Background: an optimization exercise with open tools, aiming at small area and a short achievable clock period. Do not read the settings as production practice.
Only simulation tests tie the RTL to the original design; equivalence was not proved.
Power figures rest on the tool's default switching activity, not on a simulated workload.

==> inputs of yarrow <==
## cpu1
module cpu1 (
    input wire clk,
    input wire reset,
    output wire [7:0] mem_addr,
    output wire mem_we,
    output wire [31:0] mem_wdata,
    input wire [31:0] mem_rdata
);
clock: 20.0 ns
lec_check: 0
abc_area: 1
cap_margin: 20
core_margin: 2
core_utilization: 60
cts_cluster_diameter: 60
cts_cluster_size: 25
place_density: 0.72
slew_margin: 20
standard.sh (not shown) runs the stock make flow with config.mk's settings and CLKGATE_MAP_FILE= SYNTH_SCRIPT=/design/flow/synth_recipe.tcl, a recipe that flattens the netlist after the stock synthesis.
==> flow/flow/run.sh <==
#!/bin/bash
# The standard layout (the standard.sh, the standard synthesis unchanged),
# with two changes to how the layout is made: timing repair aims at 15 ns of
# setup slack (a 5 ns cycle; the constraint stays the design's own), and the
# port buffers are buf_2 cells. The whole make output goes to standard.log;
# ORFS keeps each step's own log under orfs/logs.
set -euo pipefail
bash standard.sh SETUP_SLACK_MARGIN=15 "BUFFER_PORTS_ARGS=-buffer_cell sky130_fd_sc_hd__buf_2" finish > standard.log 2>&1
==> inputs of zinc, as changes to yarrow <==
Settings changed: ABC_AREA 1 to unset, CORE_UTILIZATION 60 to 55, CTS_CLUSTER_SIZE 25 to 30, PLACE_DENSITY 0.72 to 0.7.
==> results.txt <==
| quantity | zinc | yarrow |
|---|---|---|
| Initial cell density of the core | 55.46% | 60.65% |
| Share of synthesized area spent on multiplexers | 6.448% | 0.1304% |
| Clock edge transition at the registers on the reported setup and hold paths | 110 ps | 90 ps |
| Die footprint | 0.08808 mm^2 | 0.07901 mm^2 |
| Multi-input gate share of total cell area | 34.32% | 29.99% |
| CP Data Arrival Time | 1160 ps | 1140 ps |
| Cell Count Post-Placement | 5490 | 5934 |
| Net Count, Synth | 4596 | 5075 |
| Largest stage delay, worst path | 330 ps | 340 ps |
| Launching element of the worst setup path | wd_r[17] | wd_r[21] |
| Fill count | 6825 | 5976 |
| GR met2 Demand/Resource | 53.59% | 54.41% |
| Post-detailed-routing wire length | 157800 um | 154800 um |
| Met3 track demand over resource | 7.344% | 9.818% |
| Gpl congestion | 1.032 | 1.044 |
| Sequential cell area in the final layout | 0.02833 mm^2 | 0.02831 mm^2 |
| Synthesized-area fraction occupied by ao, oa, aoi and oai cells | 14.78% | 14.78% |
| Slack of the worst reg-to-reg path | 15060 ps | 15240 ps |
| Outcome | timing/DRC/antenna clean | timing/DRC/antenna clean |

* * *

==> trial 39 <==
Another version of the RTL of cpu1 (not shown whole).
Settings: LEC_CHECK=0, CAP_MARGIN=20, CORE_MARGIN=2, CORE_UTILIZATION=55, PLACE_DENSITY=0.7, SLEW_MARGIN=20; clock period 20.0 ns.
Scripts as last shown in full above: flow/flow/run.sh
==> build 16 (differences from trial 39) <==
--- a/flow/design.v
+++ b/flow/design.v
@@ -356,17 +356,24 @@
         for (r = 0; r < 33; r = r + 1) begin : RF
             reg [31:0] ring;
             always @(posedge clk)
                 ring <= {(clr || (wen && wsel == r)) ? wchunk : ring[7:0], ring[31:8]};
             assign head[r] = ring[7:0];
         end
     endgenerate
-    wire swap = (op == 6'h00) && (funct == 6'h04 || funct == 6'h07);
-    wire rte = (op == 6'h00) && (funct == 6'h13);
-    wire [5:0] rsel = (ct[A_LD] ^ swap) ? {1'b0, rs} : (rte ? 6'd32 : {1'b0, rt});
+    wire [31:0] irn = ct[IR_LD] ? mem_rdata : IR;
+    wire swap_n = (irn[31:26] == 6'h00) && (irn[5:2] == 4'b0001) && (irn[1] == irn[0]);
+    wire rte_n = (irn[31:26] == 6'h00) && (irn[5:0] == 6'h13);
+    wire a_ld_n = p_f & (p_c[5:2] == 4'd1);
+    reg  sel_rs, sel_epc;
+    always @(posedge clk) begin
+        sel_rs <= a_ld_n ^ swap_n;
+        sel_epc <= rte_n;
+    end
+    wire [5:0] rsel = sel_rs ? {1'b0, rs} : (sel_epc ? 6'd32 : {1'b0, rt});
     wire [7:0] rchunk = head[rsel];
     always @(posedge clk) begin
         if (reset) clr <= 1'b1;
         else if (fetch && cnt == 6'd3) clr <= 1'b0;
     end
     always @(posedge clk) begin
         if (ct[A_RD])
Settings changed: ABC_AREA from default to 1, CORE_UTILIZATION 55 to 65, CTS_CLUSTER_DIAMETER from default to 60, CTS_CLUSTER_SIZE from default to 25, PLACE_DENSITY 0.7 to 0.82.
==> trial 11 (differences from trial 39) <==
--- a/flow/design.v
+++ b/flow/design.v
@@ -356,17 +356,24 @@
         for (r = 0; r < 33; r = r + 1) begin : RF
             reg [31:0] ring;
             always @(posedge clk)
                 ring <= {(clr || (wen && wsel == r)) ? wchunk : ring[7:0], ring[31:8]};
             assign head[r] = ring[7:0];
         end
     endgenerate
-    wire swap = (op == 6'h00) && (funct == 6'h04 || funct == 6'h07);
-    wire rte = (op == 6'h00) && (funct == 6'h13);
-    wire [5:0] rsel = (ct[A_LD] ^ swap) ? {1'b0, rs} : (rte ? 6'd32 : {1'b0, rt});
+    wire [31:0] irn = ct[IR_LD] ? mem_rdata : IR;
+    wire swap_n = (irn[31:26] == 6'h00) && (irn[5:2] == 4'b0001) && (irn[1] == irn[0]);
+    wire rte_n = (irn[31:26] == 6'h00) && (irn[5:0] == 6'h13);
+    wire a_ld_n = p_f & (p_c[5:2] == 4'd1);
+    reg  sel_rs, sel_epc;
+    always @(posedge clk) begin
+        sel_rs <= a_ld_n ^ swap_n;
+        sel_epc <= rte_n;
+    end
+    wire [5:0] rsel = sel_rs ? {1'b0, rs} : (sel_epc ? 6'd32 : {1'b0, rt});
     wire [7:0] rchunk = head[rsel];
     always @(posedge clk) begin
         if (reset) clr <= 1'b1;
         else if (fetch && cnt == 6'd3) clr <= 1'b0;
     end
     always @(posedge clk) begin
         if (ct[A_RD])
Settings changed: CORE_UTILIZATION 55 to 60, CTS_CLUSTER_DIAMETER from default to 60, CTS_CLUSTER_SIZE from default to 25, PLACE_DENSITY 0.7 to 0.72.
==> summary of the runs <==
The highest cell area belongs to trial 39, the lowest to build 16.
Final cell count: build 16 > trial 39 > trial 11.
Core utilization: build 16 > trial 11 > trial 39.
Against build 16, the area after synthesis of trial 11 is larger by about 2.4%.
Clock power, lowest first: build 16, trial 11, trial 39.
The highest synthesized cell count belongs to build 16, the lowest to trial 11.

* * *

==> inputs of trial 49 <==
cpu1 with an RTL version that a note above also has.
Settings: LEC_CHECK=0, ABC_AREA=1, CAP_MARGIN=20, CORE_MARGIN=2, CORE_UTILIZATION=65, CTS_CLUSTER_DIAMETER=60, CTS_CLUSTER_SIZE=25, PLACE_DENSITY=0.75, SLEW_MARGIN=20; clock period 20.0 ns.
Scripts as last shown in full above: flow/flow/run.sh
==> build 77 (differences from trial 49) <==
--- a/flow/config.mk
+++ b/flow/config.mk
@@ -6,10 +6,9 @@
 export NUM_CORES = 8
 export LEC_CHECK = 0
-export ABC_AREA = 1
 export CAP_MARGIN = 20
 export CORE_MARGIN = 2
-export CORE_UTILIZATION = 65
+export CORE_UTILIZATION = 55
 export CTS_CLUSTER_DIAMETER = 60
 export CTS_CLUSTER_SIZE = 25
-export PLACE_DENSITY = 0.75
+export PLACE_DENSITY = 0.7
 export SLEW_MARGIN = 20
==> comparison table <==
metric	trial 49	build 77
Run status	finished clean	finished clean
Violation count after the first detailed-route iteration	5285	4337
Per-cell via count in the routed design	6.32	6.28
Internal power	3650 uW	3710 uW
Crit path max fanout	1	2
Worst slew slack as a fraction of its limit	21.5%	16.7%
Average footprint of a synthesized cell	9.29 um^2	10.5 um^2
Fraction of area in multi-input gates	30.2%	34.5%
Maximum clock skew at final layout	63.6 ps	35.4 ps
Simple-gate portion of the synthesized area	14.3%	12.3%
Distinct cell type count of the synthesized netlist	64	83
Seq. pwr	2790 uW	2800 uW
Width of the chip	270 um	297 um
Total combinational power	284 uW	290 uW
Worst setup timing slack at the placement stage	14230 ps	13370 ps
Clock network power consumption	1780 uW	1830 uW
Final critical path time including I/O delays and setup	5120 ps	5150 ps
Leakage power of the design	0.0204 uW	0.0204 uW
Grt met1 use	60.1%	43.7%
Sequential standard cell area	28300 um^2	28300 um^2

-- separate check: timing with driven ports --
The flow's constraints put no driver on any port. The routed layouts listed below were extracted and timed again, unchanged, in two steps. Step 1, drivers: a clkbuf_16 drives clk and a buf_2 each remaining input, both assumed. Step 2 moves the port delays by t, midway between the first and last clock arrival at a register: inputs arrive t later, outputs are due t later. That takes back most of the time a late clock gives input paths. Three values: ideal, step 1, step 2; two values: the first two.
run	shift t [ns]	slack for setup (ns)	hold slack, ns	worst register clock-pin slew, ns	worst slew at a driven data input, ns
yarrow	0.738	14.855 / 14.783 / 14.649	0.311 / 0.311 / 0.311	0.10 / 0.10	0.04
zinc	0.749	14.843 / 14.780 / 14.529	0.299 / 0.299 / 0.299	0.11 / 0.11	0.05
trial 39	0.802	14.800 / 14.730 / 14.749	0.315 / 0.315 / 0.315	0.07 / 0.07	0.15
build 16	0.739	14.868 / 14.797 / 14.699	0.308 / 0.308 / 0.308	0.10 / 0.10	0.03
trial 11	0.732	14.853 / 14.787 / 14.460	0.317 / 0.317 / 0.317	0.10 / 0.10	0.07
trial 49	0.730	14.877 / 14.809 / 14.682	0.282 / 0.282 / 0.282	0.10 / 0.10	0.04
build 77	0.747	14.846 / 14.782 / 14.530	0.315 / 0.315 / 0.315	0.10 / 0.10	0.05
After both steps every run listed still meets setup and hold. For trial 11, which loses most, drivers alone change the setup slack by -0.066 ns; drivers and shift together by -0.393 ns.
